What follows belongs to an exercise in optimizing a design on an open flow for small area, a short achievable clock period and few clock cycles; a production flow would make more cautious choices. The RTL was checked by simulation tests, not by an equivalence proof against the original design. No activity file was given, so power comes from the tool's default toggle rates.

==> inputs of build 77 <==
==> flow/design.v <==
module cache(
    clk,
    proc_reset,
    proc_read,
    proc_write,
    proc_addr,
    proc_rdata,
    proc_wdata,
    proc_stall,
    mem_read,
    mem_write,
    mem_addr,
    mem_rdata,
    mem_wdata,
    mem_ready
);
    input          clk;
    input          proc_reset;
    input          proc_read, proc_write;
    input   [29:0] proc_addr;
    input   [31:0] proc_wdata;
    output         proc_stall;
    output  [31:0] proc_rdata;
    input  [127:0] mem_rdata;
    input          mem_ready;
    output         mem_read, mem_write;
    output  [27:0] mem_addr;
    output [127:0] mem_wdata;
    reg [127:0] data  [0:7];
    reg  [24:0] tag   [0:7];
    reg   [7:0] valid;
    reg   [7:0] dirty;
    reg         st_acc;      
    reg         st_hit;      
    reg         st_wb;       
    reg         st_rd;       
    reg         mem_read_q, mem_write_q;
    reg  [27:0] mem_addr_q;
    reg [127:0] blk_q;       
    reg   [3:0] hsel_q;      
    reg   [3:0] fsel_q;      
    reg   [7:0] blk_r;       
    reg   [3:0] wsel_r;      
    reg         wr_r;        
    integer b, w;
    wire  [2:0] idx  = proc_addr[4:2];
    wire [24:0] ptag = proc_addr[29:5];
    wire  [3:0] word = 4'd1 << proc_addr[1:0];
    wire  [7:0] blk  = 8'd1 << idx;
    wire        req  = proc_read | proc_write;
    wire [24:0] tag_idx = tag[idx];
    wire        vd      = |(blk & valid & dirty);
    reg   [7:0] match;
    always @(*)
        for (b = 0; b < 8; b = b + 1)
            match[b] = valid[b] & (tag[b] == ptag);
    wire        hit     = match[idx];
    wire        look    = st_acc & req;
    wire        fill    = st_rd & mem_ready;
    reg [127:0] sel_blk;
    always @(*) begin
        sel_blk = 128'd0;
        for (b = 0; b < 8; b = b + 1)
            sel_blk = sel_blk | (data[b] & {128{blk[b]}});
    end
    reg [31:0] rword;
    always @(*) begin
        rword = 32'd0;
        for (w = 0; w < 4; w = w + 1)
            rword = rword | (blk_q[32*w +: 32] & {32{hsel_q[w]}})
                          | (mem_rdata[32*w +: 32] & {32{fsel_q[w]}});
    end
    reg [127:0] wdata;
    reg   [3:0] wsel;
    always @(*) begin
        wsel = {4{proc_write}} & word;
        for (w = 0; w < 4; w = w + 1)
            wdata[32*w +: 32] = wsel_r[w] ? proc_wdata : mem_rdata[32*w +: 32];
    end
    assign proc_stall = ~(st_hit | fill);
    assign proc_rdata = rword;
    assign mem_read   = mem_read_q;
    assign mem_write  = mem_write_q;
    assign mem_addr   = mem_addr_q;
    assign mem_wdata  = blk_q;
    always @(posedge clk) begin
        blk_q      <= sel_blk;
        hsel_q     <= {4{st_acc}} & word;
        fsel_q     <= {4{~st_acc}} & word;
        blk_r      <= blk;
        wsel_r     <= wsel;
        wr_r       <= proc_write;
        mem_addr_q <= {(st_acc & vd) ? tag_idx : ptag, idx};
    end
    always @(posedge clk) begin
        if (proc_reset) begin
            st_acc      <= 1'b1;
            st_hit      <= 1'b0;
            st_wb       <= 1'b0;
            st_rd       <= 1'b0;
            mem_read_q  <= 1'b0;
            mem_write_q <= 1'b0;
        end else begin
            st_acc      <= (st_acc & ~req) | st_hit | fill;
            st_hit      <= look & hit;
            st_wb       <= (look & ~hit & vd) | (st_wb & ~mem_ready);
            st_rd       <= (look & ~hit & ~vd) | (st_wb & mem_ready) | (st_rd & ~mem_ready);
            mem_read_q  <= (look & ~hit & ~vd) | (st_wb & mem_ready);
            mem_write_q <= look & ~hit & vd;
        end
    end
    always @(posedge clk) begin
        for (b = 0; b < 8; b = b + 1) begin
            for (w = 0; w < 4; w = w + 1)
                if (blk_r[b] & (fill | (st_hit & wsel_r[w])))
                    data[b][32*w +: 32] <= wdata[32*w +: 32];
            if (blk_r[b] & fill)
                tag[b] <= ptag;
            if (blk_r[b] & (fill | (st_hit & wr_r)))
                dirty[b] <= wr_r;
        end
    end
    always @(posedge clk) begin
        if (proc_reset)
            valid <= 8'd0;
        else
            for (b = 0; b < 8; b = b + 1)
                if (blk_r[b] & fill)
                    valid[b] <= 1'b1;
    end
endmodule
==> flow/flow/run.sh <==
#!/bin/bash
# The standard layout (the standard.sh: unchanged synthesis and steps)
# with two changes to how it is placed:
#  - the input and output port buffers are the smallest buffer cell
#    (sky130_fd_sc_hd__buf_1) instead of clkdlybuf4s50_1; timing repair
#    still resizes any of them that limit timing;
#  - before pin placement, flow/pins.tcl groups the ports of each data bit
#    side by side on the die edge (see gen/make_pins.py).
# make's full output goes to standard.log; each ORFS step keeps its own log
# under orfs/logs/.
set -uo pipefail
here=$(pwd)
export BUFFER_PORTS_ARGS="-buffer_cell sky130_fd_sc_hd__buf_1"
export PRE_IO_PLACEMENT_TCL="$here/flow/pins.tcl"
bash standard.sh > standard.log 2>&1
==> flow/flow/pins.tcl <==
set_io_pin_constraint -group -order -pin_names {proc_wdata[0] mem_rdata[0] mem_rdata[32] mem_rdata[64] mem_rdata[96] proc_rdata[0] mem_wdata[0] mem_wdata[32] mem_wdata[64] mem_wdata[96]}
set_io_pin_constraint -group -order -pin_names {proc_wdata[1] mem_rdata[1] mem_rdata[33] mem_rdata[65] mem_rdata[97] proc_rdata[1] mem_wdata[1] mem_wdata[33] mem_wdata[65] mem_wdata[97]}
set_io_pin_constraint -group -order -pin_names {proc_wdata[2] mem_rdata[2] mem_rdata[34] mem_rdata[66] mem_rdata[98] proc_rdata[2] mem_wdata[2] mem_wdata[34] mem_wdata[66] mem_wdata[98]}
set_io_pin_constraint -group -order -pin_names {proc_wdata[3] mem_rdata[3] mem_rdata[35] mem_rdata[67] mem_rdata[99] proc_rdata[3] mem_wdata[3] mem_wdata[35] mem_wdata[67] mem_wdata[99]}
set_io_pin_constraint -group -order -pin_names {proc_wdata[4] mem_rdata[4] mem_rdata[36] mem_rdata[68] mem_rdata[100] proc_rdata[4] mem_wdata[4] mem_wdata[36] mem_wdata[68] mem_wdata[100]}
set_io_pin_constraint -group -order -pin_names {proc_wdata[5] mem_rdata[5] mem_rdata[37] mem_rdata[69] mem_rdata[101] proc_rdata[5] mem_wdata[5] mem_wdata[37] mem_wdata[69] mem_wdata[101]}
set_io_pin_constraint -group -order -pin_names {proc_wdata[6] mem_rdata[6] mem_rdata[38] mem_rdata[70] mem_rdata[102] proc_rdata[6] mem_wdata[6] mem_wdata[38] mem_wdata[70] mem_wdata[102]}
set_io_pin_constraint -group -order -pin_names {proc_wdata[7] mem_rdata[7] mem_rdata[39] mem_rdata[71] mem_rdata[103] proc_rdata[7] mem_wdata[7] mem_wdata[39] mem_wdata[71] mem_wdata[103]}
set_io_pin_constraint -group -order -pin_names {proc_wdata[8] mem_rdata[8] mem_rdata[40] mem_rdata[72] mem_rdata[104] proc_rdata[8] mem_wdata[8] mem_wdata[40] mem_wdata[72] mem_wdata[104]}
set_io_pin_constraint -group -order -pin_names {proc_wdata[9] mem_rdata[9] mem_rdata[41] mem_rdata[73] mem_rdata[105] proc_rdata[9] mem_wdata[9] mem_wdata[41] mem_wdata[73] mem_wdata[105]}
set_io_pin_constraint -group -order -pin_names {proc_wdata[10] mem_rdata[10] mem_rdata[42] mem_rdata[74] mem_rdata[106] proc_rdata[10] mem_wdata[10] mem_wdata[42] mem_wdata[74] mem_wdata[106]}
set_io_pin_constraint -group -order -pin_names {proc_wdata[11] mem_rdata[11] mem_rdata[43] mem_rdata[75] mem_rdata[107] proc_rdata[11] mem_wdata[11] mem_wdata[43] mem_wdata[75] mem_wdata[107]}
set_io_pin_constraint -group -order -pin_names {proc_wdata[12] mem_rdata[12] mem_rdata[44] mem_rdata[76] mem_rdata[108] proc_rdata[12] mem_wdata[12] mem_wdata[44] mem_wdata[76] mem_wdata[108]}
set_io_pin_constraint -group -order -pin_names {proc_wdata[13] mem_rdata[13] mem_rdata[45] mem_rdata[77] mem_rdata[109] proc_rdata[13] mem_wdata[13] mem_wdata[45] mem_wdata[77] mem_wdata[109]}
set_io_pin_constraint -group -order -pin_names {proc_wdata[14] mem_rdata[14] mem_rdata[46] mem_rdata[78] mem_rdata[110] proc_rdata[14] mem_wdata[14] mem_wdata[46] mem_wdata[78] mem_wdata[110]}
set_io_pin_constraint -group -order -pin_names {proc_wdata[15] mem_rdata[15] mem_rdata[47] mem_rdata[79] mem_rdata[111] proc_rdata[15] mem_wdata[15] mem_wdata[47] mem_wdata[79] mem_wdata[111]}
set_io_pin_constraint -group -order -pin_names {proc_wdata[16] mem_rdata[16] mem_rdata[48] mem_rdata[80] mem_rdata[112] proc_rdata[16] mem_wdata[16] mem_wdata[48] mem_wdata[80] mem_wdata[112]}
set_io_pin_constraint -group -order -pin_names {proc_wdata[17] mem_rdata[17] mem_rdata[49] mem_rdata[81] mem_rdata[113] proc_rdata[17] mem_wdata[17] mem_wdata[49] mem_wdata[81] mem_wdata[113]}
set_io_pin_constraint -group -order -pin_names {proc_wdata[18] mem_rdata[18] mem_rdata[50] mem_rdata[82] mem_rdata[114] proc_rdata[18] mem_wdata[18] mem_wdata[50] mem_wdata[82] mem_wdata[114]}
set_io_pin_constraint -group -order -pin_names {proc_wdata[19] mem_rdata[19] mem_rdata[51] mem_rdata[83] mem_rdata[115] proc_rdata[19] mem_wdata[19] mem_wdata[51] mem_wdata[83] mem_wdata[115]}
set_io_pin_constraint -group -order -pin_names {proc_wdata[20] mem_rdata[20] mem_rdata[52] mem_rdata[84] mem_rdata[116] proc_rdata[20] mem_wdata[20] mem_wdata[52] mem_wdata[84] mem_wdata[116]}
set_io_pin_constraint -group -order -pin_names {proc_wdata[21] mem_rdata[21] mem_rdata[53] mem_rdata[85] mem_rdata[117] proc_rdata[21] mem_wdata[21] mem_wdata[53] mem_wdata[85] mem_wdata[117]}
set_io_pin_constraint -group -order -pin_names {proc_wdata[22] mem_rdata[22] mem_rdata[54] mem_rdata[86] mem_rdata[118] proc_rdata[22] mem_wdata[22] mem_wdata[54] mem_wdata[86] mem_wdata[118]}
set_io_pin_constraint -group -order -pin_names {proc_wdata[23] mem_rdata[23] mem_rdata[55] mem_rdata[87] mem_rdata[119] proc_rdata[23] mem_wdata[23] mem_wdata[55] mem_wdata[87] mem_wdata[119]}
set_io_pin_constraint -group -order -pin_names {proc_wdata[24] mem_rdata[24] mem_rdata[56] mem_rdata[88] mem_rdata[120] proc_rdata[24] mem_wdata[24] mem_wdata[56] mem_wdata[88] mem_wdata[120]}
set_io_pin_constraint -group -order -pin_names {proc_wdata[25] mem_rdata[25] mem_rdata[57] mem_rdata[89] mem_rdata[121] proc_rdata[25] mem_wdata[25] mem_wdata[57] mem_wdata[89] mem_wdata[121]}
set_io_pin_constraint -group -order -pin_names {proc_wdata[26] mem_rdata[26] mem_rdata[58] mem_rdata[90] mem_rdata[122] proc_rdata[26] mem_wdata[26] mem_wdata[58] mem_wdata[90] mem_wdata[122]}
set_io_pin_constraint -group -order -pin_names {proc_wdata[27] mem_rdata[27] mem_rdata[59] mem_rdata[91] mem_rdata[123] proc_rdata[27] mem_wdata[27] mem_wdata[59] mem_wdata[91] mem_wdata[123]}
set_io_pin_constraint -group -order -pin_names {proc_wdata[28] mem_rdata[28] mem_rdata[60] mem_rdata[92] mem_rdata[124] proc_rdata[28] mem_wdata[28] mem_wdata[60] mem_wdata[92] mem_wdata[124]}
set_io_pin_constraint -group -order -pin_names {proc_wdata[29] mem_rdata[29] mem_rdata[61] mem_rdata[93] mem_rdata[125] proc_rdata[29] mem_wdata[29] mem_wdata[61] mem_wdata[93] mem_wdata[125]}
set_io_pin_constraint -group -order -pin_names {proc_wdata[30] mem_rdata[30] mem_rdata[62] mem_rdata[94] mem_rdata[126] proc_rdata[30] mem_wdata[30] mem_wdata[62] mem_wdata[94] mem_wdata[126]}
set_io_pin_constraint -group -order -pin_names {proc_wdata[31] mem_rdata[31] mem_rdata[63] mem_rdata[95] mem_rdata[127] proc_rdata[31] mem_wdata[31] mem_wdata[63] mem_wdata[95] mem_wdata[127]}
==> flow/standard.sh <==
#!/bin/bash
# synth_recipe.tcl (not shown) runs the flow's synth.tcl, then flattens the netlist and writes it again
# the make line also repeats each setting of config.mk as NAME=value (left out here)
make -C /OpenROAD-flow-scripts/flow DESIGN_CONFIG=/design/flow/config.mk WORK_HOME=/design/flow/orfs CLKGATE_MAP_FILE= SYNTH_SCRIPT=/design/flow/synth_recipe.tcl "${@:-finish}"
==> flow/config.mk <==
export PLATFORM = sky130hd
export DESIGN_NAME = cache
export DESIGN_NICKNAME = cache
export VERILOG_FILES = /design/flow/design.v
export SDC_FILE = /design/flow/constraint.sdc
export NUM_CORES = 4
export LEC_CHECK = 0
export CAP_MARGIN = 20
export CORE_MARGIN = 2
export CORE_UTILIZATION = 60
export CTS_CLUSTER_DIAMETER = 100
export CTS_CLUSTER_SIZE = 20
export SETUP_SLACK_MARGIN = 2.2
export SLEW_MARGIN = 20
==> flow/constraint.sdc <==
create_clock -name core_clock -period 5.0 [get_ports {clk}]
set_input_delay 1.0000 -clock core_clock [delete_from_list [all_inputs] [get_ports {clk}]]
set_output_delay 1.0000 -clock core_clock [all_outputs]
set_load 0.01 [all_outputs]
==> inputs of build 33, as changes to build 77 <==
--- a/flow/design.v
+++ b/flow/design.v
@@ -41,5 +41,2 @@
     reg   [3:0] fsel_q;      
-    reg   [7:0] blk_r;       
-    reg   [3:0] wsel_r;      
-    reg         wr_r;        
     integer b, w;
@@ -56,3 +53,3 @@
             match[b] = valid[b] & (tag[b] == ptag);
-    wire        hit     = match[idx];
+    wire        hit     = |(blk & match);
     wire        look    = st_acc & req;
@@ -77,3 +74,3 @@
         for (w = 0; w < 4; w = w + 1)
-            wdata[32*w +: 32] = wsel_r[w] ? proc_wdata : mem_rdata[32*w +: 32];
+            wdata[32*w +: 32] = wsel[w] ? proc_wdata : mem_rdata[32*w +: 32];
     end
@@ -87,7 +84,4 @@
         blk_q      <= sel_blk;
-        hsel_q     <= {4{st_acc}} & word;
-        fsel_q     <= {4{~st_acc}} & word;
-        blk_r      <= blk;
-        wsel_r     <= wsel;
-        wr_r       <= proc_write;
+        hsel_q     <= {4{look & hit}} & word;
+        fsel_q     <= {4{~(look & hit)}} & word;
         mem_addr_q <= {(st_acc & vd) ? tag_idx : ptag, idx};
@@ -114,8 +108,8 @@
             for (w = 0; w < 4; w = w + 1)
-                if (blk_r[b] & (fill | (st_hit & wsel_r[w])))
+                if (blk[b] & (fill | (st_hit & wsel[w])))
                     data[b][32*w +: 32] <= wdata[32*w +: 32];
-            if (blk_r[b] & fill)
+            if (blk[b] & fill)
                 tag[b] <= ptag;
-            if (blk_r[b] & (fill | (st_hit & wr_r)))
-                dirty[b] <= wr_r;
+            if (blk[b] & (fill | (st_hit & proc_write)))
+                dirty[b] <= proc_write;
         end
@@ -127,3 +121,3 @@
             for (b = 0; b < 8; b = b + 1)
-                if (blk_r[b] & fill)
+                if (blk[b] & fill)
                     valid[b] <= 1'b1;
Settings changed: SETUP_SLACK_MARGIN 2.2 to 2.5.
==> inputs of trial 66, as changes to build 77 <==
--- a/flow/design.v
+++ b/flow/design.v
@@ -41,5 +41,2 @@
     reg   [3:0] fsel_q;      
-    reg   [7:0] blk_r;       
-    reg   [3:0] wsel_r;      
-    reg         wr_r;        
     integer b, w;
@@ -56,3 +53,3 @@
             match[b] = valid[b] & (tag[b] == ptag);
-    wire        hit     = match[idx];
+    wire        hit     = |(blk & match);
     wire        look    = st_acc & req;
@@ -77,3 +74,3 @@
         for (w = 0; w < 4; w = w + 1)
-            wdata[32*w +: 32] = wsel_r[w] ? proc_wdata : mem_rdata[32*w +: 32];
+            wdata[32*w +: 32] = wsel[w] ? proc_wdata : mem_rdata[32*w +: 32];
     end
@@ -87,7 +84,4 @@
         blk_q      <= sel_blk;
-        hsel_q     <= {4{st_acc}} & word;
-        fsel_q     <= {4{~st_acc}} & word;
-        blk_r      <= blk;
-        wsel_r     <= wsel;
-        wr_r       <= proc_write;
+        hsel_q     <= {4{look & hit}} & word;
+        fsel_q     <= {4{~(look & hit)}} & word;
         mem_addr_q <= {(st_acc & vd) ? tag_idx : ptag, idx};
@@ -114,8 +108,8 @@
             for (w = 0; w < 4; w = w + 1)
-                if (blk_r[b] & (fill | (st_hit & wsel_r[w])))
+                if (blk[b] & (fill | (st_hit & wsel[w])))
                     data[b][32*w +: 32] <= wdata[32*w +: 32];
-            if (blk_r[b] & fill)
+            if (blk[b] & fill)
                 tag[b] <= ptag;
-            if (blk_r[b] & (fill | (st_hit & wr_r)))
-                dirty[b] <= wr_r;
+            if (blk[b] & (fill | (st_hit & proc_write)))
+                dirty[b] <= proc_write;
         end
@@ -127,3 +121,3 @@
             for (b = 0; b < 8; b = b + 1)
-                if (blk_r[b] & fill)
+                if (blk[b] & fill)
                     valid[b] <= 1'b1;
Settings changed: CORE_UTILIZATION 60 to 66, PLACE_DENSITY from default to 0.72, SETUP_SLACK_MARGIN 2.2 to 2.5.
==> qor summary <==
                                                               build 77                  trial 66                  build 33
Internal Dissipation                                           16900 uW                  16600 uW                  16700 uW
GRT met3 Usage                                                   0.0820                     0.117                     0.114
Floorplan core area                                         88500 sq um               80300 sq um               88200 sq um
Count of clock tree sinks                                          1423                      1410                      1410
Setup ws final                                                  2180 ps                   2170 ps                   2120 ps
Post-layout net count                                              3785                      3845                      3878
Highest ir drop seen on vdd                                  0.000345 V                0.000313 V                0.000349 V
Die width                                                   303 microns               288 microns               302 microns
Worst Tran Pin Value                                            1030 ps                   1020 ps                   1010 ps
Critical path peak fanout                                            37                         8                         8
CP startpoint                                              proc_addr[2]         fsel_q[0]$_DFF_P_         hsel_q[2]$_DFF_P_
Status                                         timing/DRC/antenna clean  timing/DRC/antenna clean  timing/DRC/antenna clean
Post-DP HPWL                                             109000 microns            103000 microns            105000 microns
Total met3 wirelength after detailed routing              21600 microns             24600 microns             25700 microns
RR Startpoint                                         wsel_r[1]$_DFF_P_      tag[5][11]$_DFFE_PP_       tag[7][4]$_DFFE_PP_
Highest clock frequency the design can meet                   0.355 GHz                 0.353 GHz                 0.347 GHz
Setup CP Type                                    input pin to flip-flop  flip-flop to output port  flip-flop to output port
Placed cell count                                                  4653                      4549                      4654
Switching Fraction                                                0.236                     0.234                     0.236
Flip-flop and latch area                                    40900 sq um               40600 sq um               40600 sq um
Post-Synthesis Net Count                                           3406                      3426                      3426
Power Clock                                                     6900 uW                   6770 uW                   6840 uW
Sequential portion of the cell area                               0.682                     0.668                     0.662
Fraction of area in clock buffers and inverters                  0.0400                    0.0388                    0.0383
Sum of internal, switching and leakage power                   22100 uW                  21700 uW                  21800 uW
Aggregate routed wire length                             174000 microns            173000 microns            182000 microns
Post-CTS Repair Setup Buffers                                        16                        60                        61
Testbench counts of build 77, summed over its fixed seeds: cycles 154,099.
Testbench counts of build 33, summed over its fixed seeds: cycles 154,099.
Testbench counts of trial 66, summed over its fixed seeds: cycles 154,099.

re-timing with driven ports:
How much do the figures lean on ideal ports? The routed layouts below were timed once more, with nothing changed but the port constraints. Step 1 assumes that a clkbuf_16 drives the clock port and a buf_2 every other input. Step 2 adds t to the input delays and takes it off the output delays; t is the mean of the earliest and latest rising clock arrival at the registers after step 1. Input paths then give back, and output paths get back, about the clock's delay inside the block. a / b / c = ideal ports / drivers / drivers and shift; a / b = the first two.
run | t (ns) | setup WS [ns] | worst setup path after step 2 | slew at the worst register clock pin (ns)
build 77 | 0.728 | 2.181 / 2.134 / 1.506 | input to register | 0.09 / 0.09
build 33 | 0.739 | 2.117 / 2.050 / 1.682 | input to register | 0.09 / 0.09
trial 66 | 0.748 | 2.169 / 2.090 / 1.608 | input to register | 0.09 / 0.09
After both steps setup and hold are still met in every run listed. The setup slack of build 77, which loses most, moves by -0.047 ns with the drivers and by -0.675 ns with both steps.
